Source: an optimization exercise on an open RTL-to-GDS flow (aim: small area, a short achievable clock period and few clock cycles). Production flows keep margins and buffers that such runs may drop.
At most, simulation tests tie the RTL to the original design; equivalence was not proved.
The RTL of runs 2 and 7 was laid out without a check of its function.
Power and IR drop assume default switching activity.

**design.v**
```verilog
`timescale 1ns / 1ps
module projectCPU2020(
  clk,
  rst,
  wrEn,
  data_fromRAM,
  addr_toRAM,
  data_toRAM,
  PC,
  W
);
input clk, rst;
input wire [15:0] data_fromRAM;
output wire [15:0] data_toRAM;
output wire wrEn;
output wire [12:0] addr_toRAM;
output reg [12:0] PC;
output reg [15:0] W;
wire [15:0] D = data_fromRAM;
reg        dec, ind;
reg        pend;                   
reg        isSt;                   
reg        xAdd, xNor, xShf, xGt, xLd, xSz, xJmp;   
wire       aZero = (D[12:0] == 13'd0);
wire       dZero = (D == 16'd0);
wire       opSt  = (D[15:13] == 3'd6);
wire [12:0] pc1 = PC + 13'd1;
wire [12:0] pc2 = PC + 13'd2;
wire [12:0] nxt = (xSz & dZero) ? pc2 : (pend ? pc1 : PC);
wire        useD = dec | ind | xJmp;
assign addr_toRAM = useD ? {D[12:2], D[1] | (dec & aZero), D[0]} : nxt;
assign wrEn       = (dec & opSt & ~aZero) | (ind & isSt);
assign data_toRAM = W;
wire        hi   = |D[15:6];
wire        left = hi | D[4];           
wire        rot  = hi | D[5];           
wire [3:0]  s    = D[3:0];
wire [3:0]  r    = left ? (4'd0 - s) : s;
wire [31:0] ww   = {W, W} >> r;
wire [15:0] rr   = ww[15:0];            
reg  [15:0] msk;
integer i;
always @(*)
  for (i = 0; i < 16; i = i + 1)
    msk[i] = rot | (left ? (i >= s) : (i < 16 - s));
wire [15:0] sh   = rr & msk;
wire [16:0] sum  = {1'b0, W ^ {16{xGt}}} + {1'b0, D} + {16'd0, xGt};
wire        gt   = ~sum[16];            
reg [15:0] res;
always @(*) begin
  res = W;
  case (1'b1)
    xAdd: res = sum[15:0];
    xNor: res = ~(W | D);
    xShf: res = sh;
    xGt:  res = {15'd0, gt};
    xLd:  res = D;
    default: res = W;
  endcase
end
wire goInd = dec & aZero;
wire st    = (dec & opSt & ~aZero) | (ind & isSt);
always @(posedge clk) begin
  if (rst) begin
    dec  <= 1'b0;
    ind  <= 1'b0;
    pend <= 1'b0;
    isSt <= 1'b0;
    {xAdd, xNor, xShf, xGt, xLd, xSz, xJmp} <= 7'd0;
    PC   <= 13'd0;
    W    <= 16'd0;
  end else begin
    dec  <= ~dec & ~ind;
    ind  <= goInd;
    if (dec) begin
      isSt <= opSt;
      {xAdd, xNor, xShf, xGt, xLd, xSz, xJmp} <=
        opSt ? 7'd0 :
        {D[15:13] == 3'd0, D[15:13] == 3'd1, D[15:13] == 3'd2, D[15:13] == 3'd3,
         D[15:13] == 3'd5, D[15:13] == 3'd4, D[15:13] == 3'd7};
      pend <= ~aZero & ~opSt;
    end else if (ind) begin
      {xAdd, xNor, xShf, xGt, xLd, xSz, xJmp} <=
        {xAdd, xNor, xShf, xGt, xLd, xSz, xJmp};
      pend <= ~isSt;
    end else begin
      {xAdd, xNor, xShf, xGt, xLd, xSz, xJmp} <= 7'd0;
      pend <= 1'b0;
    end
    if (st)
      PC <= pc1;
    else if (~dec & ~ind)
      PC <= addr_toRAM;
    if (pend)
      W <= res;
  end
end
endmodule
```
**run.sh**
```bash
#!/bin/bash
# synth_recipe.tcl (not shown) runs the flow's synth.tcl, then flattens the netlist and writes it again
# the make line also repeats each setting of config.mk as NAME=value (left out here)
make -C /OpenROAD-flow-scripts/flow DESIGN_CONFIG=/design/flow/config.mk WORK_HOME=/design/flow/orfs CLKGATE_MAP_FILE= SYNTH_SCRIPT=/design/flow/synth_recipe.tcl finish
```
**config.mk**
```make
export PLATFORM = sky130hd
export DESIGN_NAME = projectCPU2020
export DESIGN_NICKNAME = projectCPU2020
export VERILOG_FILES = /design/flow/design.v
export SDC_FILE = /design/flow/constraint.sdc
export NUM_CORES = 4
export LEC_CHECK = 0
export CAP_MARGIN = 20
export CORE_MARGIN = 2
export CORE_UTILIZATION = 40
export PLACE_DENSITY = 0.6
export SLEW_MARGIN = 20
```
**constraint.sdc**
```tcl
create_clock -name core_clock -period 5.5 [get_ports {clk}]
set_input_delay 1.1000 -clock core_clock [delete_from_list [all_inputs] [get_ports {clk}]]
set_output_delay 1.1000 -clock core_clock [all_outputs]
set_load 0.01 [all_outputs]
```
==> summary.md, run 1 <==
| Metric | Value |
|---|---|
| RD Place Congestion | 1.00 |
| Post-CTS Setup Inserts | 0 |
| Leftover overflow at the end of global routing | 0 |
| FF+latch count, synth | 40 |
| Worst slew pin tran | 0.845 ns |
| Setup TNS | 0 ns |
| Vias per std cell | 6.25 |
| Reg2reg setup slack | 1.99 ns |
| Worst setup EP type | primary output |
| Hold Vio Cnt, Final | 0 |
| Share of the synthesized area in the top cell type | 15.9% |
| Final HPWL DP | 14000 µm |
| Clock-pin slew on the worst setup and hold paths | 0.07 ns |
| Crit Path Category | primary input to primary output |
| WL final | 18700 µm |
| Final Cell Area | 0.00609 mm² |
| Ys flop type | dfxtp_1 |
| Initial Utilization | 40.5% |
| Worst-case reg-to-reg path depth | 10 |
| Most frequent cells in the layout | 76 x nand2_1, 76 x clkdlybuf4s50_1, 71 x nor2_1, 42 x o21ai_0, 42 x a21oi_1 |
| Fmax | 191 MHz |
| N_diodes | 0 |
| Relative slew slack | 42.2% |
| Final core utilization | 48.8% |
| Post-Place Setup Slack | 0.385 ns |
| Root buffer cell | clkbuf_16 |
| Worst-path maximum fanout | 5 |
| IO Pins | 77 |
| Min Hold Slack | 0.510 ns |
| Crit path required time | 4.40 ns |
| CP dominant cell by count | clkdlybuf4s50_1 |
| IO buf count | 76 |
| Period utilization | 95.2% |
| Avg Cell Area, Syn | 7.72 µm² |
| Vias in the first global route | 5140 |
| Final setup violation count | 0 |
| Clk Latency, worst-skew pair | 0.30 ns |
| Hold buffer count at CTS | 0 |
| Initial antenna violation count | 0 |
| Filler cell count | 1250 |
| Ys Warns | 1 |
| Initial drt markers | 629 |
| Post-DR wirelength/cell | 21.4 µm |
| Cell family with the largest share of critical-path delay | buffers and inverters |
| Leakage | 2.26 nW |
| EDFF count, synth | 0 |
| Post-synthesis sequential area ratio | 15.9% |
| Largest net degree at the start of global routing | 45 |
| Largest cells by area after synthesis | dfxtp_1 16%, mux4_2 5.8%, nand2_1 5.7% |
| Pwr Density | 161 mW/mm² |
| Post-route ant nets | 0 |
| Die area | 0.0135 mm² |
| Max IR drop VDD | 128 µV |
| Post-placement cell area | 0.00592 mm² |
| Core Rows | 41 |
| Yosys cell types | 70 |
| RSZ-0062 raised after global routing | no |
| Mapped cell area | 0.00505 mm² |
| Fraction of registers with async set/reset | 0% |
| Post-route setup slack | 0.266 ns |
| Layout Nets | 743 |
| TritonCTS clock tree | done |
| CORE AREA | 0.0125 mm² |
| Status | no timing/DRC/antenna violations |
| Cell type with the largest total area after synthesis | dfxtp_1 |
| Multi-input logic area | 0.00388 mm² |
| Slew Limit Fails | 0 |
| Global-route wire length before repair | 29200 µm |
| Worst hold path depth | 2 |
| Layout cells sized above 1 | 10.4% |
| CP Launch Type | primary input |
| Die Span Y | 116 µm |
| Worst-path cell chain | clkdlybuf4s50_1 > nor3_1 > and4_1 > nand3_1 > a211oi_1 > xnor2_1 > o21ai_0 > clkdlybuf4s50_1 |
| Max-capacitance violation count | 0 |
| Clock Skews | 0.00592 ns |
| Mapped Cells | 654 |
| Clock sinks | 40 |
| Sequential cell area | 801 µm² |
| Crit path buf inv count | 2 |
| Bufs on Longest Clock Path | 2 |
| GRT Total Usage | 28.4% |
| Die Width | 116 µm |
| First-pass DRT Iterations | 5 |
| Crit path DAT | 4.13 ns |
| Drt drc | 0 |
| Syn_nets | 695 |
| Post-layout min period | 5.23 ns |
| Htree depth | 2 |
| P&R area growth vs syn | 20.6% |
| Hold Crit Class | flop to flop |
| Worst path slowest cell | clkdlybuf4s50_1 |
| Worst path depth | 8 |
| Vias | 5468 |
| Cts bufs inserted | 5 |
| Post-CTS Resized | 0 |
| Slowest cell delay on critical path | 0.64 ns |
logic make-up (layout without fill, tap and decap cells):
logic type / count (synthesis) / after routing / synth area share (%)
xor+xnor: 43 / 43 / 7.61
simple gates: 234 / 234 / 21.9
buf+inv: 76 / 125 / 7.46
fa+ha+maj: 23 / 23 / 5.85
flops: 40 / 40 / 15.9
mux: 49 / 49 / 15.7
compound gates: 189 / 189 / 25.6
synthesized netlist by cell type, drive strengths merged (9+ instances only):
master	instances
nand2	76
nor2	71
a21oi	42
o21ai	42
dfxtp	40
clkbuf	35
buf	29
xor2	27
ha	22
mux4	20
mux2i	19
nor3	18
xnor2	16
a211oi	13
inv	11
nand3	11
nor2b	11
mux2	10
nand4	10
o311ai	10
a31oi	9
final timing paths:
kind	startpoint	endpoint
worst max-delay path	data_fromRAM[5]	addr_toRAM[8]
worst min-delay path	isSt$_SDFFE_PP0P_	isSt$_SDFFE_PP0P_
worst max register to register	xGt$_SDFFE_PP0P_	W[0]$_SDFFE_PP0P_
worst min register to register	isSt$_SDFFE_PP0P_	isSt$_SDFFE_PP0P_
worst reg2reg max path: cells and delay by family, from the launching register on:
kind,cells,cell delay (ns)
buf+inv,1,0.34
compound gates,6,1.38
xor+xnor,1,0.17
flops,1,0.77
simple gates,1,0.47
fa+ha+maj,1,0.29
registers in the layout, indices dropped and copies added, names as in the netlist:
name / flops
xAdd: 1
xNor: 1
xShf: 1
ind: 1
dec: 1
xSz: 1
xJmp: 1
W: 16
pend: 1
xLd: 1
PC: 13
isSt: 1
xGt: 1
cell type report:
cell class	instances	share of cell area [%]
Timing Repair Buffer	105	16.1
Clock inverter	3	0.760
Multi-Input combinational cell	538	63.7
Inverter	12	0.740
Clock buffer	5	2.06
Sequential cell	40	13.2
Tap cell	172	3.53
power by group:
group	switching [W]	total (W)	internal [W]
Combinational	0.000160	0.000295	0.000135
Sequential	0.0000262	0.000327	0.000300
Clock	0.000143	0.000359	0.000216
Total	0.000329	0.000981	0.000652
layer usage:
| metal | track usage [%] | share of wire, % | vias to the layer above |
|---|---|---|---|
| met4 | 8.89 | 2.5 | 0 |
| met5 | 0 | 0 | - |
| li1 | - | - | 2542 |
| met3 | 4.10 | 7.4 | 37 |
| met1 | 37.1 | 42 | 2636 |
| met2 | 48.3 | 48 | 253 |
through the flow:
stage,cells,total power [W]
after CTS,875,0.000985
after global routing,875,0.00103
after floorplan,654,0.000506
after global placement,867,0.000622
after detailed placement,867,0.000623
final,875,0.000981
Testbench counts, summed over its fixed seeds: cycles 64,127.
==> run 2: changes to the inputs <==
--- a/design.v
+++ b/design.v
@@ -19,14 +19,14 @@
 wire [15:0] D = data_fromRAM;
 reg        dec, ind;
 reg        pend;                   
+reg        skp;                    
 reg        isSt;                   
 reg        xAdd, xNor, xShf, xGt, xLd, xSz, xJmp;   
 wire       aZero = (D[12:0] == 13'd0);
 wire       dZero = (D == 16'd0);
 wire       opSt  = (D[15:13] == 3'd6);
 wire [12:0] pc1 = PC + 13'd1;
-wire [12:0] pc2 = PC + 13'd2;
-wire [12:0] nxt = (xSz & dZero) ? pc2 : (pend ? pc1 : PC);
+wire [12:0] nxt = (pend | skp) ? pc1 : PC;
 wire        useD = dec | ind | xJmp;
 assign addr_toRAM = useD ? {D[12:2], D[1] | (dec & aZero), D[0]} : nxt;
 assign wrEn       = (dec & opSt & ~aZero) | (ind & isSt);
@@ -35,9 +35,14 @@
 wire        left = hi | D[4];           
 wire        rot  = hi | D[5];           
 wire [3:0]  s    = D[3:0];
-wire [3:0]  r    = left ? (4'd0 - s) : s;
-wire [31:0] ww   = {W, W} >> r;
-wire [15:0] rr   = ww[15:0];            
+wire [3:0]  t    = {s[3] ^ (left & (s[0] | s[1] | s[2])),
+                    s[2] ^ (left & (s[0] | s[1])),
+                    s[1] ^ (left & s[0]),
+                    s[0]};
+wire [15:0] r0   = t[0] ? {W[0],     W[15:1]}  : W;
+wire [15:0] r1   = t[1] ? {r0[1:0],  r0[15:2]} : r0;
+wire [15:0] r2   = t[2] ? {r1[3:0],  r1[15:4]} : r1;
+wire [15:0] rr   = t[3] ? {r2[7:0],  r2[15:8]} : r2;
 reg  [15:0] msk;
 integer i;
 always @(*)
@@ -59,19 +64,22 @@
   endcase
 end
 wire goInd = dec & aZero;
+wire tk    = pend & xSz & dZero;      
 wire st    = (dec & opSt & ~aZero) | (ind & isSt);
 always @(posedge clk) begin
   if (rst) begin
     dec  <= 1'b0;
     ind  <= 1'b0;
+    skp  <= 1'b0;
     pend <= 1'b0;
     isSt <= 1'b0;
     {xAdd, xNor, xShf, xGt, xLd, xSz, xJmp} <= 7'd0;
     PC   <= 13'd0;
     W    <= 16'd0;
   end else begin
-    dec  <= ~dec & ~ind;
+    dec  <= ~dec & ~ind & ~tk;
     ind  <= goInd;
+    skp  <= tk;
     if (dec) begin
       isSt <= opSt;
       {xAdd, xNor, xShf, xGt, xLd, xSz, xJmp} <=
@@ -90,7 +98,7 @@
     if (st)
       PC <= pc1;
     else if (~dec & ~ind)
-      PC <= addr_toRAM;
+      PC <= addr_toRAM;    
     if (pend)
       W <= res;
   end
==> flow/run.sh (new file) <==
#!/bin/bash
# Standard ORFS layout; port buffers use buf_1 instead of the default pick.
set -euo pipefail
bash standard.sh "BUFFER_PORTS_ARGS=-buffer_cell sky130_fd_sc_hd__buf_1" finish > orfs_make.log 2>&1
==> standard.sh (new file) <==
#!/bin/bash
# synth_recipe.tcl (not shown) runs the flow's synth.tcl, then flattens the netlist and writes it again
# the make line also repeats each setting of config.mk as NAME=value (left out here)
make -C /OpenROAD-flow-scripts/flow DESIGN_CONFIG=/design/flow/config.mk WORK_HOME=/design/flow/orfs CLKGATE_MAP_FILE= SYNTH_SCRIPT=/design/flow/synth_recipe.tcl "${@:-finish}"
removed: run.sh
==> summary.md, run 2 <==
| Metric | Value |
|---|---|
| Status | no timing/DRC/antenna violations |
| WL final | 20900 µm (+11%) |
| Most frequent cells after synthesis | 70 x nor2_1, 62 x a21oi_1, 52 x nand2_1 |
| Sw frac | 34.5% (+0.92 points) |
| IO Pins | 77 (unchanged) |
| Share of the synthesized area in the top cell type | 14.6% (-1.2 points) |
| Fmax | 210 MHz (+9.8%) |
| Crit path DAT | 3.67 ns (-0.46 ns) |
| Filler cell count | 1471 (+18%) |
| Worst-path cell chain | clkbuf_2 > inv_1 > buf_4 > ha_1 > or4b_2 > nor4_2 > o21a_1 > inv_2 > buf_1 |
| Count leader, synth | nor2_1 |
| Vias in the first global route | 5672 (+10%) |
| Syn_nets | 775 (+12%) |
| RR Startpoint | xGt$_SDFFE_PP0P_ |
| Clk Latency, worst-skew pair | 0.30 ns (about the same) |
| Avg Cell Area, Syn | 7.65 µm² (-0.90%) |
| Crit path required time | 4.40 ns (about the same) |
| Die Width | 122 µm (+5.3%) |
| Initial Utilization | 40.8% (+0.27 points) |
| Die Span Y | 122 µm (+5.3%) |
| Max IR drop VDD | 123 µV (-4.1%) |
| Leakage | 2.11 nW (-6.6%) |
| Die area | 0.0150 mm² (+11%) |
| Largest cells by area after synthesis | dfxtp_1 15%, a21oi_1 5.5%, ha_1 4.9% |
| Most flops, register | W |
| Crit Path Category | primary input to primary output |
| Yosys cell types | 96 (+37%) |
| Largest regs | W x16, PC x13 |
| Root buffer cell | clkbuf_16 |
| Clk pwr share | 38.3% (+1.7 points) |
| N_diodes | 0 (unchanged) |
| Initial antenna violation count | 0 (unchanged) |
| Cell Int Power | 0.000682 W (+4.7%) |
| Post-route ant nets | 0 (unchanged) |
| Worst-path maximum fanout | 13 (+8) |
| Htree depth | 2 (unchanged) |
| Vias per std cell | 6.61 (+5.7%) |
| Slew Limit Fails | 0 (unchanged) |
| Logic pwr share | 29.6% (-0.5 points) |
| TritonCTS clock tree | done |
| Most frequent cells in the layout | 73 x buf_1, 70 x nor2_1, 62 x a21oi_1, 52 x nand2_1 |
| Layout Nets | 798 (+7.4%) |
| Drt drc | 0 (unchanged) |
| Max FFs per register | 16 (unchanged) |
| Worst hold path depth | 2 (unchanged) |
| CORE AREA | 0.0138 mm² (+10%) |
| Post-layout min period | 4.77 ns (-0.467 ns) |
| First-pass DRT Iterations | 7 (+2) |
| Ys flop type | dfxtp_1 |
| Clock Skews | 0.00712 ns (+0.00119 ns) |
| Mapped Cells | 734 (+12%) |
| Slowest cell delay on critical path | 0.64 ns (about the same) |
| RD Place Congestion | 0.935 (-6.8%) |
| Hold buffer count at CTS | 0 (unchanged) |
| Seq pwr share | 32.0% (-1.3 points) |
| Worst setup EP type | primary output |
| Layout cells sized above 1 | 8.97% (-1.4 points) |
| Worst slew pin tran | 1.04 ns (+0.195 ns) |
| Ys Warns | 1 (unchanged) |
| Worst-case reg-to-reg path depth | 10 (unchanged) |
| Final HPWL DP | 15100 µm (+7.6%) |
| Core Rows | 43 (+4.9%) |
| Post-CTS Setup Inserts | 0 (unchanged) |
| Relative slew slack | 30.5% (-12 points) |
| FF+latch count, synth | 41 (+2.5%) |
| Setup TNS | 0 ns (unchanged) |
| CP startpoint | data_fromRAM[0] |
| Post-DR wirelength/cell | 22.2 µm (+4.0%) |
| Worst r2r dst | W[15]$_SDFFE_PP0P_ |
| Hold Vio Cnt, Final | 0 (unchanged) |
| Most common cell after layout, fill and taps aside | buf_1 |
| Clock sinks | 41 (+2.5%) |
| Fraction of registers with async set/reset | 0% (unchanged) |
| Worst path slowest cell | or4b_2 |
| Reg2reg setup slack | 1.79 ns (-0.20 ns) |
| Switching pwr | 0.000359 W (+9.0%) |
| Largest net degree at the start of global routing | 47 (+4.4%) |
| IO buf count | 76 (unchanged) |
| Mapped cell area | 0.00562 mm² (+11%) |
| Bufs on Longest Clock Path | 2 (unchanged) |
| Crit path capture | wrEn |
| Period utilization | 86.7% (-8.5 points) |
| Final setup violation count | 0 (unchanged) |
| Post-synthesis sequential area ratio | 14.6% (-1.2 points) |
| Pwr Density | 176 mW/mm² (+9.1%) |
| Post-CTS Resized | 0 (unchanged) |
| Clock-pin slew on the worst setup and hold paths | 0.06 ns (about the same) |
| EDFF count, synth | 0 (unchanged) |
| Cell type with the largest total area after synthesis | dfxtp_1 |
| Vias | 6198 (+13%) |
| Min Hold Slack | 0.457 ns (-0.0532 ns) |
| Leftover overflow at the end of global routing | 0 (unchanged) |
| Max-capacitance violation count | 0 (unchanged) |
| Initial drt markers | 738 (+17%) |
| GRT Total Usage | 28.0% (-0.35 points) |
| Global-route wire length before repair | 32400 µm (+11%) |
| RSZ-0062 raised after global routing | no |
| Cts bufs inserted | 5 (unchanged) |
| CP Launch Type | primary input |
| P&R area growth vs syn | 5.48% |
| Hold Crit Class | flop to flop |
run 2: cell types whose count changed in the layout (fill, tap and decap cells not counted), sizes merged, moves of 10 or more:
cell           previous run  this run
a31oi                     9        22
a211oi                   13        26
mux4                     20        10
nand3                    11        24
a21oi                    42        62
clkdlybuf4s50            76         0
mux2i                    19         6
nand2                    76        52
buf                      29        89
nor3                     18        28
run 2: cell families after synthesis:
kind of cell               Yosys count  synth area share (%)
AOI/OAI and AO/OA                  261                  32.5
xor gates and xnor gates            50                  7.80
adders and majority gates           23                  5.26
buffers and inverters               90                  10.5
DFF                                 41                  14.6
muxes                               19                  5.95
and+or+nand+nor                    250                  23.4
run 2: critical path: cells and delay by family:
family	cells	cell delay [ns]
adder cells (fa/ha/maj)	1	0.44
AND/OR/NAND/NOR	2	1.04
buffers and inverters	5	0.68
AO/OA/AOI/OAI	1	0.41
run 2: final cells by class:
cell class	instances	area (µm²)	area share [%]
tap	180	225	3.80
multi-input combinational	603	4220	71.3
timing repair buffer	92	409	6.91
sequential	41	821	13.9
clock buffer	5	125	2.11
clock inverter	3	68.8	1.16
inverter	14	52.6	0.887
run 2: how the worst min path moves through the flow:
stage	start	end	slack, ns
after CTS	xJmp$_SDFFE_PP0P_	xJmp$_SDFFE_PP0P_	0.46
after global routing	xJmp$_SDFFE_PP0P_	xJmp$_SDFFE_PP0P_	0.48
after floorplan	xJmp$_SDFFE_PP0P_	xJmp$_SDFFE_PP0P_	0.43
after global placement	xJmp$_SDFFE_PP0P_	xJmp$_SDFFE_PP0P_	0.44
final	xJmp$_SDFFE_PP0P_	xJmp$_SDFFE_PP0P_	0.46
after detailed placement	xJmp$_SDFFE_PP0P_	xJmp$_SDFFE_PP0P_	0.45
run 2: layer usage:
| layer | part of all wire (%) | vias up | global-route usage (%) |
|---|---|---|---|
| met2 | 44 | 331 | 42.8 |
| met3 | 8.9 | 50 | 4.60 |
| li1 | - | 2832 | - |
| met4 | 3.4 | 0 | 10.5 |
| met1 | 44 | 2985 | 39.4 |
| met5 | 0 | - | 0 |
run 2: stage by stage:
stage | cell area [µm²] | worst slack [ns] | util, % | std cells | power [W]
after global routing | 5920 | 0.559 | 43.0 | 938 | 0.00108
after global placement | 5720 | 0.769 | 41.5 | 930 | 0.000637
after detailed placement | 5720 | 0.785 | 41.6 | 930 | 0.000639
final | 5920 | 0.734 | 43.0 | 938 | 0.00104
after floorplan | 5620 | 1.26 | - | 734 | 0.000554
after CTS | 5920 | 0.759 | 43.0 | 938 | 0.00104
run 2: power groups by stage:
stage | clock network, W | logic (W) | registers [W]
2_1_floorplan | 0 | 0.000219 | 0.000335
3_3_place_gp | 0 | 0.000298 | 0.000339
3_5_place_dp | 0 | 0.000299 | 0.000340
4_1_cts | 0.000408 | 0.000302 | 0.000333
5_1_grt | 0.000413 | 0.000336 | 0.000336
6_report | 0.000399 | 0.000309 | 0.000333
==> run 3: changes to the inputs <==
--- a/design.v
+++ b/design.v
@@ -25,7 +25,11 @@
 wire       aZero = (D[12:0] == 13'd0);
 wire       dZero = (D == 16'd0);
 wire       opSt  = (D[15:13] == 3'd6);
-wire [12:0] pc1 = PC + 13'd1;
+reg  [12:0] pc1;
+integer k;
+always @(*)
+  for (k = 0; k < 13; k = k + 1)
+    pc1[k] = PC[k] ^ ((PC & ((13'd1 << k) - 13'd1)) == ((13'd1 << k) - 13'd1));
 wire [12:0] nxt = (pend | skp) ? pc1 : PC;
 wire        useD = dec | ind | xJmp;
 assign addr_toRAM = useD ? {D[12:2], D[1] | (dec & aZero), D[0]} : nxt;
@@ -43,11 +47,8 @@
 wire [15:0] r1   = t[1] ? {r0[1:0],  r0[15:2]} : r0;
 wire [15:0] r2   = t[2] ? {r1[3:0],  r1[15:4]} : r1;
 wire [15:0] rr   = t[3] ? {r2[7:0],  r2[15:8]} : r2;
-reg  [15:0] msk;
-integer i;
-always @(*)
-  for (i = 0; i < 16; i = i + 1)
-    msk[i] = rot | (left ? (i >= s) : (i < 16 - s));
+wire [15:0] msk  = rot  ? 16'hFFFF :
+                   left ? (16'hFFFF << s) : (16'hFFFF >> s);
 wire [15:0] sh   = rr & msk;
 wire [16:0] sum  = {1'b0, W ^ {16{xGt}}} + {1'b0, D} + {16'd0, xGt};
 wire        gt   = ~sum[16];            
--- a/config.mk
+++ b/config.mk
@@ -5,8 +5,10 @@
 export SDC_FILE = /design/flow/constraint.sdc
 export NUM_CORES = 4
 export LEC_CHECK = 0
+export ABC_AREA = 1
 export CAP_MARGIN = 20
 export CORE_MARGIN = 2
 export CORE_UTILIZATION = 40
 export PLACE_DENSITY = 0.6
+export SETUP_SLACK_MARGIN = 2.3
 export SLEW_MARGIN = 20
==> summary.md, run 3 <==
| Metric | Value |
|---|---|
| Vias per std cell | 5.70 (-14%) |
| Sequential cell area | 828 µm² (+0.91%) |
| Core Rows | 39 (-9.3%) |
| N_diodes | 0 (unchanged) |
| Status | no timing/DRC/antenna violations |
| Met3 wire length | 1250 µm (-33%) |
| Fraction of registers with async set/reset | 0% (unchanged) |
| Post-synthesis sequential area ratio | 17.7% (+3.1 points) |
| EDFF count, synth | 0 (unchanged) |
| Crit Path Category | primary input to primary output |
| GRT Total Usage | 26.4% (-1.6 points) |
| Cts bufs inserted | 5 (unchanged) |
| Worst path slowest cell | a31oi_4 |
| TritonCTS clock tree | done |
| Share of the synthesized area in the top cell type | 17.7% (+3.1 points) |
| Vias | 5759 (-7.1%) |
| Synth Area in Adders | 5.57% (+0.31 points) |
| Count leader, synth | nand2_1 |
| Largest family of logic cells by synthesized area | simple AND/OR/NAND/NOR gates |
| Avg Cell Area, Syn | 6.00 µm² (-22%) |
| Crit path required time | 4.40 ns (about the same) |
| Leftover overflow at the end of global routing | 0 (unchanged) |
| FF+latch count, synth | 41 (unchanged) |
| Seq pwr share | 31.7% (-0.3 points) |
| Ys flop type | dfxtp_1 |
| Most frequent cells after synthesis | 176 x nand2_1, 96 x nand3_1, 80 x inv_1 |
| Highest metal used | met4 |
| Mapped Cells | 771 (+5.0%) |
| Fmax | 301 MHz (+44%) |
| Root buffer cell | clkbuf_16 |
| Post-DR wirelength/cell | 17.2 µm (-23%) |
| Overall Power | 0.00103 W (-0.80%) |
| Multi-input logic area | 0.00339 mm² (-20%) |
| Initial Utilization | 40.7% (-0.075 points) |
| Die area | 0.0124 mm² (-17%) |
| Hold buffer count at CTS | 0 (unchanged) |
| Clock-pin slew on the worst setup and hold paths | 0.07 ns (about the same) |
| Pwr Density | 179 mW/mm² (+2.0%) |
| Clk pwr share | 34.2% (-4.1 points) |
| Most frequent cells in the layout | 174 x nand2_1, 89 x nand3_1, 76 x inv_1, 67 x a21oi_1, 65 x buf_1 |
| Hold Vio Cnt, Final | 0 (unchanged) |
| Yosys cell types | 43 (-55%) |
| Clk Latency, worst-skew pair | 0.29 ns (about the same) |
| First-pass DRT Iterations | 5 (-2) |
| P&R area growth vs syn | 24.6% |
| Sw frac | 36.2% (+1.7 points) |
| RD Place Congestion | 0.944 (+0.97%) |
| Synth Area in Compound Gates | 23.6% (-8.9 points) |
| IO Pins | 77 (unchanged) |
| Clock Skews | 0.00561 ns (-0.00151 ns) |
| Worst setup EP type | primary output |
| Most common cell after layout, fill and taps aside | nand2_1 |
| Most flops, register | W |
| Clock sinks | 41 (unchanged) |
| Bufs on Longest Clock Path | 2 (unchanged) |
| Layout cells sized above 1 | 16.1% (+7.2 points) |
| Mapped cell area | 0.00463 mm² (-18%) |
| WL final | 17400 µm (-17%) |
| Drt drc | 0 (unchanged) |
| Max-capacitance violation count | 0 (unchanged) |
| Reg2reg setup slack | 2.68 ns (+0.89 ns) |
| Die Span Y | 112 µm (-8.9%) |
| Hold Crit Class | flop to flop |
| Largest cells by area after synthesis | dfxtp_1 18%, nand2_1 14%, nand3_1 10% |
| Max FFs per register | 16 (unchanged) |
| Max IR drop VDD | 148 µV (+20%) |
| Placed insts | 951 (+2.3%) |
| Leakage | 2.73 nW (+29%) |
| Post-layout min period | 3.32 ns (-1.45 ns) |
| Worst slew pin tran | 0.807 ns (-0.233 ns) |
| WL met1 | 7170 µm (-21%) |
| Filler cell count | 1156 (-21%) |
| Final Cell Area | 0.00576 mm² (-2.7%) |
| Crit path DAT | 2.22 ns (-1.45 ns) |
| Slowest cell delay on critical path | 0.18 ns (-0.46 ns) |
| Global-route wire length before repair | 26500 µm (-18%) |
| Post-synthesis simple-gate area fraction | 33.6% (+10 points) |
| Post-route ant nets | 0 (unchanged) |
| Worst-path maximum fanout | 4 (-9) |
| Cell type with the largest total area after synthesis | dfxtp_1 |
| Logic pwr share | 34.1% (+4.5 points) |
| CP Launch Type | primary input |
| Initial antenna violation count | 0 (unchanged) |
| Post-placement cell area | 0.00490 mm² (-14%) |
| CORE AREA | 0.0114 mm² (-17%) |
| Final core utilization | 50.7% (+7.7 points) |
| IO buf count | 76 (unchanged) |
| Setup TNS | 0 ns (unchanged) |
| Switching pwr | 0.000374 W (+4.1%) |
| RSZ-0062 raised after global routing | yes |
| Final HPWL DP | 12400 µm (-18%) |
| Final setup violation count | 0 (unchanged) |
| Die Width | 112 µm (-8.9%) |
| Layout Nets | 905 (+13%) |
| Period utilization | 60.4% (-26 points) |
| Post-synthesis mux area share | 0% (-5.9 points) |
| Htree depth | 2 (unchanged) |
| Vias in the first global route | 5133 (-9.5%) |
| Finished Layout Cells | 1011 (+7.8%) |
| Largest regs | W x16, PC x13 |
| Ys Warns | 1 (unchanged) |
| Post-synthesis xor/xnor area fraction | 6.08% (-1.7 points) |
| Relative slew slack | 46.1% (+16 points) |
| Initial drt markers | 516 (-30%) |
| DR WL met2 | 8340 µm (-9.5%) |
| Largest net degree at the start of global routing | 28 (-40%) |
| Slew Limit Fails | 0 (unchanged) |
| Syn_nets | 809 (+4.4%) |
| Cell Int Power | 0.000659 W (-3.4%) |
| Worst-path cell chain | buf_8 > buf_12 > nor2_4 > inv_2 > nor2_2 > inv_2 > nor2_4 > nand3_2 > a31oi_4 > buf_6 |
[run 3: kinds of logic after synthesis]
| group | Yosys count |
|---|---|
| AOI/OAI and AO/OA | 191 |
| buffers and inverters | 133 |
| adders and majority gates | 20 |
| DFF | 41 |
| xor gates and xnor gates | 30 |
| and+or+nand+nor | 356 |
[run 3: repair_timing]
| action | in CTS | in global routing |
|---|---|---|
| buffers inserted | 25 | 26 |
| setup endpoints to repair | 22 | 30 |
| cloned | 1 | 0 |
| pin swaps | 11 | 7 |
| resized for setup | 44 | 34 |
[run 3: final cells by class]
type / instances / area share, %
sequential: 41 / 14.4
timing repair buffer: 134 / 14.4
multi-input combinational: 597 / 58.8
inverter: 88 / 6.40
clock buffer: 5 / 2.17
clock inverter: 3 / 0.803
tap: 143 / 3.10
[run 3: routing by layer]
layer | global-route usage (%) | vias up
met4 | 10.7 | 0
met1 | 33.7 | 2687
met2 | 45.0 | 253
met5 | 0 | -
li1 | - | 2776
met3 | 3.70 | 43
[run 3: per-stage QoR]
step	hold slack, ns	setup WS [ns]
2_1_floorplan	0.441	2.29
3_3_place_gp	0.472	1.60
6_report	0.486	2.18
4_1_cts	0.477	2.20
3_5_place_dp	0.467	1.53
5_1_grt	0.523	2.15
[run 3: critical path, delay by kind of cell]
| family | cells | cell delay, ns |
|---|---|---|
| buf+inv | 5 | 0.49 |
| simple gates | 4 | 0.46 |
| compound gates | 1 | 0.18 |
[run 3: power groups by stage]
stage	clock network, W	logic, W	registers (W)
global placement	0	0.000286	0.000331
CTS	0.000356	0.000317	0.000326
floorplan	0	0.000215	0.000332
global route	0.000369	0.000387	0.000329
detailed placement	0	0.000288	0.000332
finish	0.000353	0.000352	0.000327
[run 3: final timing paths]
check / from / end / cells after the start
setup reg to reg: xGt$_SDFFE_PP0P_ / W[6]$_SDFFE_PP0P_ / 9
hold / removal: xJmp$_SDFFE_PP0P_ / xJmp$_SDFFE_PP0P_ / 2
hold reg to reg: xJmp$_SDFFE_PP0P_ / xJmp$_SDFFE_PP0P_ / 2
setup / recovery: data_fromRAM[0] / addr_toRAM[1] / 10
Testbench counts of run 3, summed over its fixed seeds: cycles 64,920.
==> run 4: changes to the inputs <==
--- a/config.mk
+++ b/config.mk
@@ -5,7 +5,6 @@
 export SDC_FILE = /design/flow/constraint.sdc
 export NUM_CORES = 4
 export LEC_CHECK = 0
-export ABC_AREA = 1
 export CAP_MARGIN = 20
 export CORE_MARGIN = 2
 export CORE_UTILIZATION = 40
==> summary.md, run 4 <==
| Metric | Value |
|---|---|
| Final HPWL DP | 12900 µm (+3.7%) |
| FF+latch count, synth | 41 (unchanged) |
| Clk Latency, worst-skew pair | 0.29 ns (about the same) |
| Mapped cell area | 0.00500 mm² (+8.1%) |
| Share of the synthesized area in the top cell type | 16.4% (-1.3 points) |
| Die area | 0.0134 mm² (+7.8%) |
| Post-synthesis sequential area ratio | 16.4% (-1.3 points) |
| Min Hold Slack | 0.460 ns (-0.0261 ns) |
| Post-route setup slack | 1.48 ns (-0.702 ns) |
| DR WL met2 | 8930 µm (+7.2%) |
| Post-layout min period | 4.02 ns (+0.702 ns) |
| Most flops, register | W |
| Hold Crit Class | flop to flop |
| Hold Vio Cnt, Final | 0 (unchanged) |
| Clock Skews | 0.00521 ns (-0.000398 ns) |
| Clock sinks | 41 (unchanged) |
| RSZ-0062 raised after global routing | yes |
| Max FFs per register | 16 (unchanged) |
| Setup TNS | 0 ns (unchanged) |
| Initial Utilization | 41.3% (+0.62 points) |
| Htree depth | 2 (unchanged) |
| Crit Path Category | primary input to primary output |
| Layout Nets | 787 (-13%) |
| Largest regs | W x16, PC x13 |
| IO Pins | 77 (unchanged) |
| Die Span Y | 116 µm (+3.9%) |
| Highest metal used | met4 |
| GRT Total Usage | 28.0% (+1.5 points) |
| TritonCTS clock tree | done |
| WL final | 19500 µm (+12%) |
| Vias in the first global route | 5320 (+3.6%) |
| Mapped Cells | 670 (-13%) |
| Crit path required time | 4.40 ns (about the same) |
| Most frequent cells in the layout | 63 x nand2_1, 62 x a21oi_1, 62 x buf_1, 58 x nor2_1, 41 x o21ai_0 |
| Final setup violation count | 0 (unchanged) |
| Avg Cell Area, Syn | 7.47 µm² (+24%) |
| Final core utilization | 52.2% (+1.5 points) |
| Bufs on Longest Clock Path | 2 (unchanged) |
| Pwr Density | 162 mW/mm² (-9.5%) |
| Initial antenna violation count | 0 (unchanged) |
| Slew Limit Fails | 0 (unchanged) |
| Worst setup EP type | primary output |
| Yosys cell types | 65 (+51%) |
| Crit path DAT | 2.92 ns (+0.70 ns) |
| Post-route ant nets | 0 (unchanged) |
| Count leader, synth | nand2_1 |
| Initial drt markers | 611 (+18%) |
| Vias per std cell | 6.39 (+12%) |
| Ys flop type | dfxtp_1 |
| Largest cells by area after synthesis | dfxtp_1 16%, mux4_2 8.1%, a21oi_1 6.8% |
| Relative slew slack | 30.6% (-15 points) |
| Core Rows | 40 (+2.6%) |
| Overall Power | 0.00103 W (-0.72%) |
| Period utilization | 73.1% (+13 points) |
| CP Launch Type | primary input |
| N_diodes | 0 (unchanged) |
| Status | no timing/DRC/antenna violations |
| Leakage | 2.44 nW (-10%) |
| EDFF count, synth | 0 (unchanged) |
| IO buf count | 76 (unchanged) |
| Most frequent cells after synthesis | 70 x nand2_1, 68 x a21oi_1, 61 x nor2_1 |
| Fmax | 249 MHz (-17%) |
| Largest net degree at the start of global routing | 34 (+21%) |
| First-pass DRT Iterations | 6 (+1) |
| Clock-pin slew on the worst setup and hold paths | 0.06 ns (about the same) |
| RD Place Congestion | 0.944 (about the same) |
| Fraction of registers with async set/reset | 0% (unchanged) |
| Drt drc | 0 (unchanged) |
| Die Width | 116 µm (+3.9%) |
| Cell type with the largest total area after synthesis | dfxtp_1 |
| Root buffer cell | clkbuf_16 |
| Post-Place Setup Slack | 0.795 ns (-0.736 ns) |
| P&R area growth vs syn | 26.3% |
| WL met1 | 7970 µm (+11%) |
| Post-DR wirelength/cell | 21.2 µm (+23%) |
| Global-route wire length before repair | 29300 µm (+11%) |
| Leftover overflow at the end of global routing | 0 (unchanged) |
| Ys Warns | 1 (unchanged) |
| Most common cell after layout, fill and taps aside | nand2_1 |
| Layout cells sized above 1 | 23.6% (+7.5 points) |
| Worst slew pin tran | 1.03 ns (+0.225 ns) |
| Syn_nets | 708 (-12%) |
| Cts bufs inserted | 5 (unchanged) |
| Met3 wire length | 2000 µm (+60%) |
| Max-capacitance violation count | 0 (unchanged) |
| Worst-path maximum fanout | 3 (-1) |
| CORE AREA | 0.0121 mm² (+6.5%) |
| Max IR drop VDD | 103 µV (-31%) |
| Vias | 5865 (+1.8%) |
## run 4: changes by cell type in the layout (fill, tap and decap cells not counted), sizes merged, moves of 8 or more
cell	before	now
nand3	98	22
nand2b	0	9
and3	0	9
o21ai	68	46
a22oi	0	9
mux2i	0	25
nor3b	0	13
xnor2	5	13
o311ai	0	8
nand2	182	70
buf	128	137
inv	83	10
mux4	0	18
## run 4: report_power, final
part	total [W]	switching (W)	internal, W
Clock	0.000359	0.000132	0.000227
Sequential	0.000335	0.0000250	0.000310
Combinational	0.000332	0.000192	0.000140
## run 4: layout make-up
class / instances / area [µm²]
clock buffers: 6 / 139
clock inverters: 2 / 37.5
fillers: 1166 / 5790
inverters: 12 / 52.6
multi-input cells: 551 / 4150
flip-flops and latches: 41 / 826
well taps: 168 / 210
repair buffers: 138 / 905
## run 4: logic make-up (layout without fill, tap and decap cells)
group                      after synthesis  after routing  share of synthesized area (%)
and+or+nand+nor                        230            231                           22.7
AOI/OAI and AO/OA                      213            216                           27.4
buffers and inverters                   82            158                           7.88
muxes                                   48             48                           14.2
DFF                                     41             41                           16.4
xor gates and xnor gates                36             36                           6.30
adders and majority gates               20             20                           5.15
## run 4: repair_timing
item / in CTS / in global routing
pin swaps: 16 / 19
gates resized for setup: 52 / 66
hold buffers: 0 / 0
setup buffers: 29 / 20
setup endpoints to repair: 36 / 37
cloned: 4 / 0
## run 4: path summary, 6_finish.rpt
check	startpoint	endpoint	slack, ns	depth (start not counted)
max	data_fromRAM[0]	wrEn	1.48	7
min	xJmp$_SDFFE_PP0P_	xJmp$_SDFFE_PP0P_	0.46	2
min reg2reg	xJmp$_SDFFE_PP0P_	xJmp$_SDFFE_PP0P_	0.46	2
max reg2reg	xGt$_SDFFE_PP0P_	W[0]$_SDFFE_PP0P_	1.99	11
## run 4: metrics by stage
step | cell area (µm²) | instances
detailed placement | 5290 | 857
CTS | 5920 | 898
finish | 6320 | 918
global placement | 5290 | 857
floorplan | 5060 | 670
global route | 6320 | 918
## run 4: layer usage
| layer | vias up | GRT usage (%) |
|---|---|---|
| li1 | 2646 | - |
| met1 | 2787 | 38.2 |
| met2 | 376 | 43.5 |
| met3 | 56 | 6.22 |
| met4 | 0 | 9.92 |
| met5 | - | 0 |
## run 4: critical path: stages
cell	delay [ns]
buf_8	0.10
or2_4	0.25
or3_4	0.35
or4_4	0.47
a32oi_4	0.33
clkinvlp_4	0.18
buf_1	0.15
==> run 5: changes to the inputs <==
--- a/config.mk
+++ b/config.mk
@@ -5,9 +5,11 @@
 export SDC_FILE = /design/flow/constraint.sdc
 export NUM_CORES = 4
 export LEC_CHECK = 0
+export ABC_AREA = 1
 export CAP_MARGIN = 20
 export CORE_MARGIN = 2
 export CORE_UTILIZATION = 40
 export PLACE_DENSITY = 0.6
-export SETUP_SLACK_MARGIN = 2.3
+export SETUP_SLACK_MARGIN = 2.6
 export SLEW_MARGIN = 20
+export TNS_END_PERCENT = 0
==> summary.md, run 5 <==
| Metric | Value |
|---|---|
| Status | no timing/DRC/antenna violations |
| RR Startpoint | xGt$_SDFFE_PP0P_ |
| Min Hold Slack | 0.481 ns (+0.0212 ns) |
| Core Rows | 39 (-2.5%) |
| WL final | 17200 µm (-12%) |
| Reg2reg setup slack | 2.43 ns (+0.44 ns) |
| Vias | 5605 (-4.4%) |
| Pwr Density | 175 mW/mm² (+8.1%) |
| Most frequent cells after synthesis | 176 x nand2_1, 96 x nand3_1, 80 x inv_1 |
| Worst r2r dst | W[6]$_SDFFE_PP0P_ |
| TritonCTS clock tree | done |
| Most flops, register | W |
| FF+latch count, synth | 41 (unchanged) |
| Max FFs per register | 16 (unchanged) |
| Clock-pin slew on the worst setup and hold paths | 0.06 ns (about the same) |
| Clock Skews | 0.00774 ns (+0.00253 ns) |
| EDFF count, synth | 0 (unchanged) |
| RD Place Congestion | 1.00 (+6.0%) |
| Clk Latency, worst-skew pair | 0.29 ns (about the same) |
| Initial antenna violation count | 0 (unchanged) |
| Leakage | 2.54 nW (+4.2%) |
| Worst setup EP type | primary output |
| Largest net degree at the start of global routing | 28 (-18%) |
| Leftover overflow at the end of global routing | 0 (unchanged) |
| CP startpoint | data_fromRAM[1] |
| CP Launch Type | primary input |
| Global-route wire length before repair | 27100 µm (-7.6%) |
| Clock sinks | 41 (unchanged) |
| Finished Layout Cells | 984 (+7.2%) |
| Initial Utilization | 40.7% (-0.62 points) |
| Die area | 0.0124 mm² (-7.3%) |
| Root buffer cell | clkbuf_16 |
| Slew Limit Fails | 0 (unchanged) |
| Max IR drop VDD | 110 µV (+7.1%) |
| Crit Path Category | primary input to primary output |
| Largest cells by area after synthesis | dfxtp_1 18%, nand2_1 14%, nand3_1 10% |
| Bufs on Longest Clock Path | 2 (unchanged) |
| Post-layout min period | 3.27 ns (-0.747 ns) |
| Max-capacitance violation count | 0 (unchanged) |
| Crit path DAT | 2.17 ns (-0.75 ns) |
| CORE AREA | 0.0114 mm² (-6.1%) |
| N_diodes | 0 (unchanged) |
| Hold Crit Class | flop to flop |
| P&R area growth vs syn | 17.3% |
| Avg Cell Area, Syn | 6.00 µm² (-20%) |
| GRT Total Usage | 27.0% (-0.93 points) |
| Crit path required time | 4.40 ns (about the same) |
| Crit path capture | addr_toRAM[1] |
| Final setup violation count | 0 (unchanged) |
| Die Span Y | 112 µm (-3.7%) |
| Yosys cell types | 43 (-34%) |
| Grt met1 use | 34.2% (-4.0 points) |
| Initial drt markers | 458 (-25%) |
| Htree depth | 2 (unchanged) |
| Hold Vio Cnt, Final | 0 (unchanged) |
| GRT met3 Usage | 4.19% (-2.0 points) |
| Mapped cell area | 0.00463 mm² (-7.5%) |
| Relative slew slack | 39.3% (+8.6 points) |
| Fmax | 305 MHz (+23%) |
| Syn_nets | 809 (+14%) |
| Period utilization | 59.5% (-14 points) |
| Post-DR wirelength/cell | 17.5 µm (-18%) |
| Most frequent cells in the layout | 175 x nand2_1, 91 x nand3_1, 78 x inv_1, 68 x buf_1, 67 x a21oi_1 |
| Cell type with the largest total area after synthesis | dfxtp_1 |
| Die Width | 112 µm (-3.7%) |
| Mapped Cells | 771 (+15%) |
| Fraction of registers with async set/reset | 0% (unchanged) |
| Ys flop type | dfxtp_1 |
| Placed insts | 951 (+11%) |
| Filler cell count | 1210 (+3.8%) |
| Final core utilization | 47.7% (-4.5 points) |
| Vias in the first global route | 5124 (-3.7%) |
| Vias per std cell | 5.70 (-11%) |
| Drt drc | 0 (unchanged) |
| Cts bufs inserted | 5 (unchanged) |
| Layout cells sized above 1 | 11.8% (-12 points) |
| Met2 Use GR | 47.5% (+4.0 points) |
| Worst-path maximum fanout | 4 (+1) |
| Post-route ant nets | 0 (unchanged) |
| Count leader, synth | nand2_1 |
| Setup TNS | 0 ns (unchanged) |
| Ys Warns | 1 (unchanged) |
| Largest regs | W x16, PC x13 |
| Final HPWL DP | 13000 µm (+0.70%) |
| Most common cell after layout, fill and taps aside | nand2_1 |
| Layout Nets | 879 (+12%) |
| IO Pins | 77 (unchanged) |
| Share of the synthesized area in the top cell type | 17.7% (+1.3 points) |
| First-pass DRT Iterations | 6 (unchanged) |
| Post-synthesis sequential area ratio | 17.7% (+1.3 points) |
| IO buf count | 76 (unchanged) |
| Worst slew pin tran | 0.911 ns (-0.122 ns) |
| RSZ-0062 raised after global routing | yes |
| Hold buffer count at CTS | 0 (unchanged) |
| Worst-case reg-to-reg path depth | 9 (-2) |
| Gr busiest metal | met2 |
run 5: changes by cell type after synthesis, moves of 19 or more:
cell,delta
nand2_1,+106
mux2i_1,-25
clkbuf_1,-32
inv_1,+69
o21ai_0,+19
nand3_1,+74
run 5: worst min path at each step:
stage,depth (start not counted),endpoint,startpoint,slack (ns)
6_report,2,xSz$_SDFFE_PP0P_,xSz$_SDFFE_PP0P_,0.48
5_1_grt,2,xSz$_SDFFE_PP0P_,xSz$_SDFFE_PP0P_,0.51
4_1_cts,2,xSz$_SDFFE_PP0P_,xSz$_SDFFE_PP0P_,0.49
3_5_place_dp,2,xSz$_SDFFE_PP0P_,xSz$_SDFFE_PP0P_,0.48
3_3_place_gp,2,xSz$_SDFFE_PP0P_,xSz$_SDFFE_PP0P_,0.47
2_1_floorplan,2,xJmp$_SDFFE_PP0P_,xJmp$_SDFFE_PP0P_,0.44
run 5: layout make-up:
cell class,instances,area (µm²),area share [%]
multi-input cells,598,3350,61.7
flip-flops and latches,41,823,15.2
repair buffers,107,574,10.6
inverters,88,362,6.67
well taps,143,179,3.30
clock buffers,6,129,2.38
clock inverters,1,8.76,0.161
run 5: per-layer routing:
layer	wire, µm	vias to the layer above
li1	-	2726
met2	8320	237
met4	353	0
met3	1220	25
met1	7320	2617
met5	0	-
run 5: stage by stage:
stage / setup slack [ns] / power (W) / instance area [µm²]
floorplan: 2.29 / 0.000546 / 4690
global placement: 1.54 / 0.000619 / 4890
detailed placement: 1.50 / 0.000620 / 4890
CTS: 2.23 / 0.000935 / 5300
global route: 2.16 / 0.00100 / 5430
finish: 2.23 / 0.000952 / 5430
run 5: power breakdown:
group	leakage [nW]	internal [W]	switching (W)
logic	2.14	0.000115	0.000212
registers	0.334	0.000310	0.0000164
clock network	0.0669	0.000167	0.000132
run 5: logic make-up (layout without fill, tap and decap cells):
logic type               after synthesis  after routing  synth area share [%]
XOR/XNOR                              30             30                  6.08
AND/OR/NAND/NOR                      356            357                  33.6
AO/OA/AOI/OAI                        191            191                  23.6
buffers and inverters                133            202                  13.5
adder cells (fa/ha/maj)               20             20                  5.57
flip-flops                            41             41                  17.7
run 5: critical path, cell delays in order:
cell,delay (ns)
buf_12,0.11
inv_6,0.05
nand2_4,0.05
nor2_4,0.11
inv_2,0.06
nor2_2,0.11
inv_2,0.06
nor2_4,0.11
nand3_2,0.11
a31oi_4,0.18
buf_6,0.13
run 5: what timing repair did:
item,4_1_cts,5_1_grt
cloned,0,1
gates resized for setup,42,19
setup endpoints to repair,43,30
setup buffers,20,5
pin swaps,10,5
==> run 6: changes to the inputs <==
--- a/config.mk
+++ b/config.mk
@@ -10,6 +10,6 @@
 export CORE_MARGIN = 2
 export CORE_UTILIZATION = 40
 export PLACE_DENSITY = 0.6
-export SETUP_SLACK_MARGIN = 2.6
+export SETUP_SLACK_MARGIN = 2.3
 export SLEW_MARGIN = 20
 export TNS_END_PERCENT = 0
==> summary.md, run 6 <==
| Metric | Value |
|---|---|
| Cell Int Power | 0.000586 W (-0.96%) |
| Largest cells by area after synthesis | dfxtp_1 18%, nand2_1 14%, nand3_1 10% |
| Root buffer cell | clkbuf_16 |
| Vias in the first global route | 5067 (-1.1%) |
| Leakage | 2.49 nW (-2.0%) |
| Final HPWL DP | 13000 µm (unchanged) |
| Most frequent cells in the layout | 175 x nand2_1, 92 x nand3_1, 79 x inv_1, 69 x buf_1, 67 x a21oi_1 |
| RD Place Congestion | 1.00 (unchanged) |
| Vias | 5570 (-0.62%) |
| CORE AREA | 0.0114 mm² (unchanged) |
| Ys flop type | dfxtp_1 |
| Cell family with the largest share of critical-path delay | simple AND/OR/NAND/NOR gates |
| Mapped cell area | 0.00463 mm² (unchanged) |
| Layout cells sized above 1 | 10.4% (-1.3 points) |
| GRT Total Usage | 26.8% (-0.21 points) |
| Clk pwr share | 31.6% (+0.2 points) |
| Pwr Density | 177 mW/mm² (+0.98%) |
| Count leader, synth | nand2_1 |
| Syn_nets | 809 (unchanged) |
| Cts bufs inserted | 5 (unchanged) |
| IO buf count | 76 (unchanged) |
| Ys Warns | 1 (unchanged) |
| Final setup violation count | 0 (unchanged) |
| Status | no timing/DRC/antenna violations |
| Avg Cell Area, Syn | 6.00 µm² (unchanged) |
| Most flops, register | W |
| First-pass DRT Iterations | 6 (unchanged) |
| Final Cell Area | 0.00532 mm² (-2.0%) |
| Clk Latency, worst-skew pair | 0.29 ns (about the same) |
| Leftover overflow at the end of global routing | 0 (unchanged) |
| Setup TNS | 0 ns (unchanged) |
| Hold Vio Cnt, Final | 0 (unchanged) |
| Worst hold path depth | 2 (unchanged) |
| Crit path buf inv count | 5 (unchanged) |
| Slowest cell delay on critical path | 0.18 ns (about the same) |
| Fmax | 302 MHz (-1.2%) |
| Most frequent cells after synthesis | 176 x nand2_1, 96 x nand3_1, 80 x inv_1 |
| Initial Utilization | 40.7% (unchanged) |
| TritonCTS clock tree | done |
| CP Launch Type | primary input |
| Synth Area in Adders | 5.57% (unchanged) |
| EDFF count, synth | 0 (unchanged) |
| Layout Nets | 872 (-0.80%) |
| Hold Crit Class | flop to flop |
| Post-synthesis simple-gate area fraction | 33.6% (unchanged) |
| Worst-case reg-to-reg path depth | 9 (unchanged) |
| Max FFs per register | 16 (unchanged) |
| Worst path slowest cell | a31oi_4 |
| N_diodes | 0 (unchanged) |
| Switching pwr | 0.000356 W (-1.2%) |
| Largest regs | W x16, PC x13 |
| FF+latch count, synth | 41 (unchanged) |
| Max-capacitance violation count | 0 (unchanged) |
| Initial antenna violation count | 0 (unchanged) |
| Reg2reg setup slack | 2.44 ns (about the same) |
| Max IR drop VDD | 109 µV (-1.1%) |
| Post-layout min period | 3.31 ns (+0.0396 ns) |
| Worst slew pin tran | 0.923 ns (+0.0118 ns) |
| Share of the synthesized area in the top cell type | 17.7% (unchanged) |
| Crit path required time | 4.40 ns (about the same) |
| Global-route wire length before repair | 26900 µm (-0.76%) |
| Relative slew slack | 38.5% (-0.78 points) |
| Fraction of registers with async set/reset | 0% (unchanged) |
| Worst-path cell chain | buf_6 > clkinv_8 > nand2_2 > nor2_4 > inv_2 > nor2_2 > inv_2 > nor2_4 > nand3_2 > a31oi_4 > buf_6 |
| Clock Skews | 0.00865 ns (+0.000908 ns) |
| Overall Power | 0.000942 W (-1.1%) |
| Period utilization | 60.2% (+0.72 points) |
| Die Span Y | 112 µm (unchanged) |
| Largest net degree at the start of global routing | 28 (unchanged) |
| Worst setup EP type | primary output |
| Htree depth | 2 (unchanged) |
| Hold Crit Start | xSz$_SDFFE_PP0P_ |
| Hold worst-path end | xSz$_SDFFE_PP0P_ |
| Worst r2r dst | W[6]$_SDFFE_PP0P_ |
| Clock-pin slew on the worst setup and hold paths | 0.06 ns (about the same) |
| Post-Place Setup Slack | 1.50 ns (unchanged) |
| Largest family of logic cells by synthesized area | simple AND/OR/NAND/NOR gates |
| Mapped Cells | 771 (unchanged) |
| Cell type with the largest total area after synthesis | dfxtp_1 |
| RSZ-0062 raised after global routing | yes |
| Die area | 0.0124 mm² (unchanged) |
| IO Pins | 77 (unchanged) |
| Yosys cell types | 43 (unchanged) |
| Post-synthesis mux area share | 0% (unchanged) |
| RR Startpoint | xGt$_SDFFE_PP0P_ |
| Vias per std cell | 5.70 (about the same) |
| Drt drc | 0 (unchanged) |
| WL final | 17100 µm (-0.47%) |
| Post-placement cell area | 0.00489 mm² (unchanged) |
| Core Rows | 39 (unchanged) |
| Worst-path maximum fanout | 9 (+5) |
| Logic pwr share | 33.8% (-0.6 points) |
| Slew Limit Fails | 0 (unchanged) |
| Post-synthesis sequential area ratio | 17.7% (unchanged) |
| Bufs on Longest Clock Path | 2 (unchanged) |
| Most common cell after layout, fill and taps aside | nand2_1 |
| Seq pwr share | 34.6% (+0.4 points) |
| Post-DR wirelength/cell | 17.5 µm (+0.24%) |
| Clock sinks | 41 (unchanged) |
| Crit path DAT | 2.21 ns (+0.04 ns) |
| Die Width | 112 µm (unchanged) |
| P&R area growth vs syn | 14.9% |
| Crit Path Category | primary input to primary output |
| Synth Area in Compound Gates | 23.6% (unchanged) |
| Post-route ant nets | 0 (unchanged) |
| Post-synthesis xor/xnor area fraction | 6.08% (unchanged) |
| Sw frac | 37.8% (-0.067 points) |
| Post-route setup slack | 2.19 ns (-0.0396 ns) |
| Initial drt markers | 465 (+1.5%) |
==> run 6: metrics by stage <==
step	util [%]	cells	hold WS [ns]
final	46.7	977	0.483
after global routing	46.7	977	0.510
after floorplan	-	771	0.441
after global placement	43.0	951	0.474
after detailed placement	43.0	951	0.476
after CTS	45.7	970	0.486
==> run 6: layout make-up <==
| type | count | area [µm²] |
|---|---|---|
| well taps | 143 | 179 |
| fillers | 1215 | 6050 |
| inverters | 88 | 359 |
| multi-input cells | 598 | 3320 |
| clock buffers | 6 | 129 |
| clock inverters | 1 | 8.76 |
| repair buffers | 100 | 499 |
| flip-flops and latches | 41 | 823 |
==> run 6: tightest hold or removal path, stage by stage (launching register included) <==
cell and delay, ns:
dfxtp_1 0.32, nand2_1 0.06, a21oi_1 0.05
==> run 6: worst max path at each step <==
| stage | from | to | cells past startpoint |
|---|---|---|---|
| after global routing | data_fromRAM[2] | addr_toRAM[1] | 11 |
| after global placement | data_fromRAM[1] | wrEn | 12 |
| final | data_fromRAM[2] | addr_toRAM[1] | 11 |
| after floorplan | data_fromRAM[2] | addr_toRAM[1] | 10 |
| after CTS | data_fromRAM[2] | addr_toRAM[1] | 11 |
| after detailed placement | data_fromRAM[1] | wrEn | 12 |
==> run 6: logic make-up (layout without fill, tap and decap cells) <==
family,after synthesis,in the layout
buf+inv,133,195
simple gates,356,357
flops,41,41
compound gates,191,191
xor+xnor,30,30
fa+ha+maj,20,20
==> run 6: power by group through the flow <==
| stage | Combinational [W] | Clock [W] | Sequential [W] |
|---|---|---|---|
| final | 0.000319 | 0.000298 | 0.000325 |
| after floorplan | 0.000214 | 0 | 0.000332 |
| after global placement | 0.000287 | 0 | 0.000331 |
| after CTS | 0.000303 | 0.000298 | 0.000325 |
| after detailed placement | 0.000288 | 0 | 0.000332 |
| after global routing | 0.000354 | 0.000310 | 0.000327 |
==> run 6: per-layer routing <==
layer  track usage [%]  vias up  part of all wire, %
met3              4.03       29                  6.9
met4              7.74        0                  2.2
li1                  -     2710                    -
met2              47.1      241                   48
met5                 0        -                    0
met1              34.2     2590                   43
==> run 6: what timing repair did <==
action                     CTS  global route
setup buffers               12             6
gates resized for setup     31            14
pin swaps                    8             6
setup endpoints to repair   25            29
hold buffers                 0             0
cloned                       0             1
==> run 7: changes to the inputs <==
--- a/design.v
+++ b/design.v
@@ -31,9 +31,9 @@
   for (k = 0; k < 13; k = k + 1)
     pc1[k] = PC[k] ^ ((PC & ((13'd1 << k) - 13'd1)) == ((13'd1 << k) - 13'd1));
 wire [12:0] nxt = (pend | skp) ? pc1 : PC;
-wire        useD = dec | ind | xJmp;
-assign addr_toRAM = useD ? {D[12:2], D[1] | (dec & aZero), D[0]} : nxt;
-assign wrEn       = (dec & opSt & ~aZero) | (ind & isSt);
+cpu_bus u_bus(
+  .d(D), .dec(dec), .useD(dec | ind | xJmp), .indSt(ind & isSt), .p(nxt),
+  .addr(addr_toRAM), .wrEn(wrEn));
 assign data_toRAM = W;
 wire        hi   = |D[15:6];
 wire        left = hi | D[4];           
@@ -99,9 +99,19 @@
     if (st)
       PC <= pc1;
     else if (~dec & ~ind)
-      PC <= addr_toRAM;    
+      PC <= xJmp ? D[12:0] : nxt;    
     if (pend)
       W <= res;
   end
 end
 endmodule
+module cpu_bus(d, dec, useD, indSt, p, addr, wrEn);
+input  [15:0] d;
+input  [12:0] p;
+input         dec, useD, indSt;
+output [12:0] addr;
+output        wrEn;
+wire   aZero = (d[12:0] == 13'd0);
+assign addr = useD ? {d[12:2], d[1] | (dec & aZero), d[0]} : p;
+assign wrEn = (dec & (d[15:13] == 3'd6) & ~aZero) | indSt;
+endmodule
--- a/config.mk
+++ b/config.mk
@@ -10,6 +10,8 @@
 export CORE_MARGIN = 2
 export CORE_UTILIZATION = 40
 export PLACE_DENSITY = 0.6
-export SETUP_SLACK_MARGIN = 2.3
+export SETUP_SLACK_MARGIN = 2.4
 export SLEW_MARGIN = 20
+export SYNTH_HIERARCHICAL = 1
+export SYNTH_MINIMUM_KEEP_SIZE = 0
 export TNS_END_PERCENT = 0
==> summary.md, run 7 <==
| Metric | Value |
|---|---|
| Post-route setup slack | 2.21 ns (+0.0234 ns) |
| Count leader, synth | nand2_1 |
| Syn_nets | 917 (+13%) |
| Vias in the first global route | 5201 (+2.6%) |
| Ys flop type | dfxtp_1 |
| Largest regs | W x16, PC x13 |
| Reg2reg setup slack | 2.31 ns (-0.13 ns) |
| Initial antenna violation count | 0 (unchanged) |
| Clock Skews | 0.00580 ns (-0.00284 ns) |
| Largest family of logic cells by synthesized area | simple AND/OR/NAND/NOR gates |
| Post-DR wirelength/cell | 16.2 µm (-7.6%) |
| Period utilization | 59.8% (-0.42 points) |
| Layout Nets | 958 (+9.9%) |
| Bufs on Longest Clock Path | 2 (unchanged) |
| Crit path required time | 4.40 ns (about the same) |
| Crit Path Category | flop to primary output |
| Most flops, register | W |
| Synth Area in Compound Gates | 20.0% (-3.6 points) |
| Post-synthesis xor/xnor area fraction | 5.80% (-0.28 points) |
| Mapped Cells | 879 (+14%) |
| Core Rows | 40 (+2.6%) |
| Vias per std cell | 5.37 (-5.8%) |
| N_diodes | 0 (unchanged) |
| Status | no timing/DRC/antenna violations |
| Global-route wire length before repair | 28100 µm (+4.5%) |
| Relative slew slack | 38.3% (-0.14 points) |
| Clk Latency, worst-skew pair | 0.30 ns (about the same) |
| Avg Cell Area, Syn | 5.69 µm² (-5.2%) |
| CP startpoint | PC[0]$_SDFFE_PP0P_ |
| Cts bufs inserted | 5 (unchanged) |
| Drt drc | 0 (unchanged) |
| Sw frac | 38.7% (+0.95 points) |
| Fraction of registers with async set/reset | 0% (unchanged) |
| First-pass DRT Iterations | 5 (-1) |
| Die Width | 116 µm (+3.8%) |
| Die area | 0.0134 mm² (+7.8%) |
| WL final | 17700 µm (+3.0%) |
| P&R area growth vs syn | 9.70% |
| Final setup violation count | 0 (unchanged) |
| RR Startpoint | xNor$_SDFFE_PP0P_ |
| RSZ-0062 raised after global routing | yes |
| Post-route ant nets | 0 (unchanged) |
| CORE AREA | 0.0121 mm² (+6.5%) |
| Worst r2r dst | W[3]$_SDFFE_PP0P_ |
| Largest cells by area after synthesis | nand2_1 21%, dfxtp_1 16%, nand3_1 11% |
| Initial Utilization | 41.3% (+0.61 points) |
| RD Place Congestion | 0.992 (-0.96%) |
| Post-synthesis mux area share | 0% (unchanged) |
| Max-capacitance violation count | 0 (unchanged) |
| Logic pwr share | 30.7% (-3.1 points) |
| TritonCTS clock tree | done |
| Root buffer cell | clkbuf_16 |
| Mapped cell area | 0.00500 mm² (+8.1%) |
| EDFF count, synth | 0 (unchanged) |
| Final HPWL DP | 13400 µm (+3.2%) |
| Post-layout min period | 3.29 ns (-0.0234 ns) |
| Synth Area in Adders | 5.15% (-0.42 points) |
| Share of the synthesized area in the top cell type | 21.2% (+3.5 points) |
| Post-synthesis simple-gate area fraction | 39.9% (+6.3 points) |
| Cell type with the largest total area after synthesis | nand2_1 |
| Clock-pin slew on the worst setup and hold paths | 0.07 ns (about the same) |
| Clock sinks | 41 (unchanged) |
| Ys Warns | 7 (+6) |
| Hold buffer count at CTS | 0 (unchanged) |
| Max IR drop VDD | 98.4 µV (-9.4%) |
| Worst-case reg-to-reg path depth | 8 (-1) |
| Worst-path maximum fanout | 3 (-6) |
| Worst setup EP type | primary output |
| Finished Layout Cells | 1089 (+11%) |
| Hold Crit Class | flop to flop |
| Die Span Y | 116 µm (+3.8%) |
| Layout cells sized above 1 | 7.27% (-3.2 points) |
| Placed insts | 1073 (+13%) |
| Pwr Density | 169 mW/mm² (-4.5%) |
| Htree depth | 2 (unchanged) |
| Fmax | 304 MHz (+0.71%) |
| Post-Place Setup Slack | 1.77 ns (+0.265 ns) |
| FF+latch count, synth | 41 (unchanged) |
| Initial drt markers | 590 (+27%) |
| IO Pins | 77 (unchanged) |
| Largest net degree at the start of global routing | 27 (-3.6%) |
| CP Launch Type | flop |
| Leftover overflow at the end of global routing | 0 (unchanged) |
| Crit path DAT | 2.19 ns (-0.02 ns) |
| Hold Vio Cnt, Final | 0 (unchanged) |
| IO buf count | 76 (unchanged) |
| Leakage | 2.64 nW (+5.8%) |
| Cell Int Power | 0.000569 W (-2.9%) |
| Switching pwr | 0.000360 W (+1.1%) |
| Setup TNS | 0 ns (unchanged) |
| Worst slew pin tran | 0.922 ns (-0.00114 ns) |
| Most frequent cells in the layout | 281 x nand2_1, 108 x nand3_1, 73 x inv_1, 72 x o21ai_0, 71 x buf_1 |
| Yosys cell types | 40 (-7.0%) |
| Seq pwr share | 34.2% (-0.4 points) |
| Crit path capture | addr_toRAM[12] |
| Min Hold Slack | 0.467 ns (-0.0159 ns) |
| Vias | 5849 (+5.0%) |
| Clk pwr share | 35.1% (+3.5 points) |
| GRT Total Usage | 26.7% (-0.15 points) |
| Most frequent cells after synthesis | 283 x nand2_1, 109 x nand3_1, 74 x inv_1 |
| Slew Limit Fails | 0 (unchanged) |
| Max FFs per register | 16 (unchanged) |
| Post-synthesis sequential area ratio | 16.4% (-1.3 points) |
| Most common cell after layout, fill and taps aside | nand2_1 |
run 7: cell count changes after synthesis, sizes merged, moves of 3 or more:
cell	change
nand2	+111
nand3	+13
nor2	-13
o21ai	+11
a221oi	-9
clkbuf	+8
o211ai	-7
inv	-4
a211oi	-3
nor3	-3
o22ai	-3
xor2	+3
run 7: Yosys stat by module, one instance, submodules excluded:
| module | cells | area [µm²] | flops+latches |
|---|---|---|---|
| cpu_bus | 59 | 265 | 0 |
| projectCPU2020 | 820 | 4740 | 41 |
run 7: critical path, stage by stage (launching register included):
cell and delay [ns]:
dfxtp_4 0.36, ha_4 0.15, nand3_4 0.08, nor2_4 0.14, nand2_2 0.08, nor2_2 0.11
nand4_1 0.20, nor2_1 0.17, xor2_1 0.20, nand2_1 0.07, nand2_1 0.08, nand2_1 0.05
nand2_1 0.07, buf_2 0.13
run 7: metal layers:
layer / GRT usage (%) / wire (µm) / part of all wire, %
met4: 7.54 / 422 / 2.4
met2: 41.1 / 7900 / 45
met3: 2.51 / 1020 / 5.8
met5: 0 / 0 / 0
met1: 39.6 / 8310 / 47
run 7: through the flow:
stage | total power, W | area (µm²) | utilization [%]
floorplan | 0.000528 | 5000 | -
global placement | 0.000600 | 5200 | 43.0
detailed placement | 0.000597 | 5200 | 43.0
CTS | 0.000927 | 5460 | 45.1
global route | 0.000982 | 5490 | 45.3
finish | 0.000929 | 5490 | 45.3
run 7: timing repair:
item,in CTS,in global routing
buffers inserted,5,3
endpoints found under the setup margin,35,35
gates resized for setup,22,3
pin swaps,5,4
run 7: worst min-delay path by stage:
stage                                start          endpoint  slack (ns)  cells after the start
final                     xLd$_SDFFE_PP0P_  xLd$_SDFFE_PP0P_        0.47                      2
after global routing      xLd$_SDFFE_PP0P_  xLd$_SDFFE_PP0P_        0.48                      2
after CTS                 xLd$_SDFFE_PP0P_  xLd$_SDFFE_PP0P_        0.46                      2
after detailed placement  xLd$_SDFFE_PP0P_  xLd$_SDFFE_PP0P_        0.45                      2
after global placement    xLd$_SDFFE_PP0P_  xLd$_SDFFE_PP0P_        0.45                      2
after floorplan           xLd$_SDFFE_PP0P_  xLd$_SDFFE_PP0P_        0.44                      2
run 7: kinds of logic after synthesis:
logic type / Yosys count
simple gates: 466
flops: 41
compound gates: 184
buf+inv: 137
xor+xnor: 31
fa+ha+maj: 20
run 7: power groups by stage:
| stage | logic (W) | clock network, W | registers [W] |
|---|---|---|---|
| after floorplan | 0.000205 | 0 | 0.000323 |
| after global placement | 0.000276 | 0 | 0.000324 |
| after detailed placement | 0.000274 | 0 | 0.000324 |
| after CTS | 0.000279 | 0.000331 | 0.000317 |
| after global routing | 0.000320 | 0.000344 | 0.000319 |
| final | 0.000285 | 0.000326 | 0.000317 |
run 7: layout make-up:
cell class                 count  area, µm²
inverter                      83        324
timing repair buffer          88        382
clock inverter                 3       28.8
sequential                    41        826
clock buffer                   5        125
fill                        1408       6620
multi-input combinational    701       3590
tap                          168        210

Check on run 7: ideal ports give 2.210 ns setup slack; a clkbuf_16 on the clock port and buf_2 on the inputs give 2.171 ns; moving port delays by the midpoint clock arrival (0.333 ns) as well gives 1.943 ns.
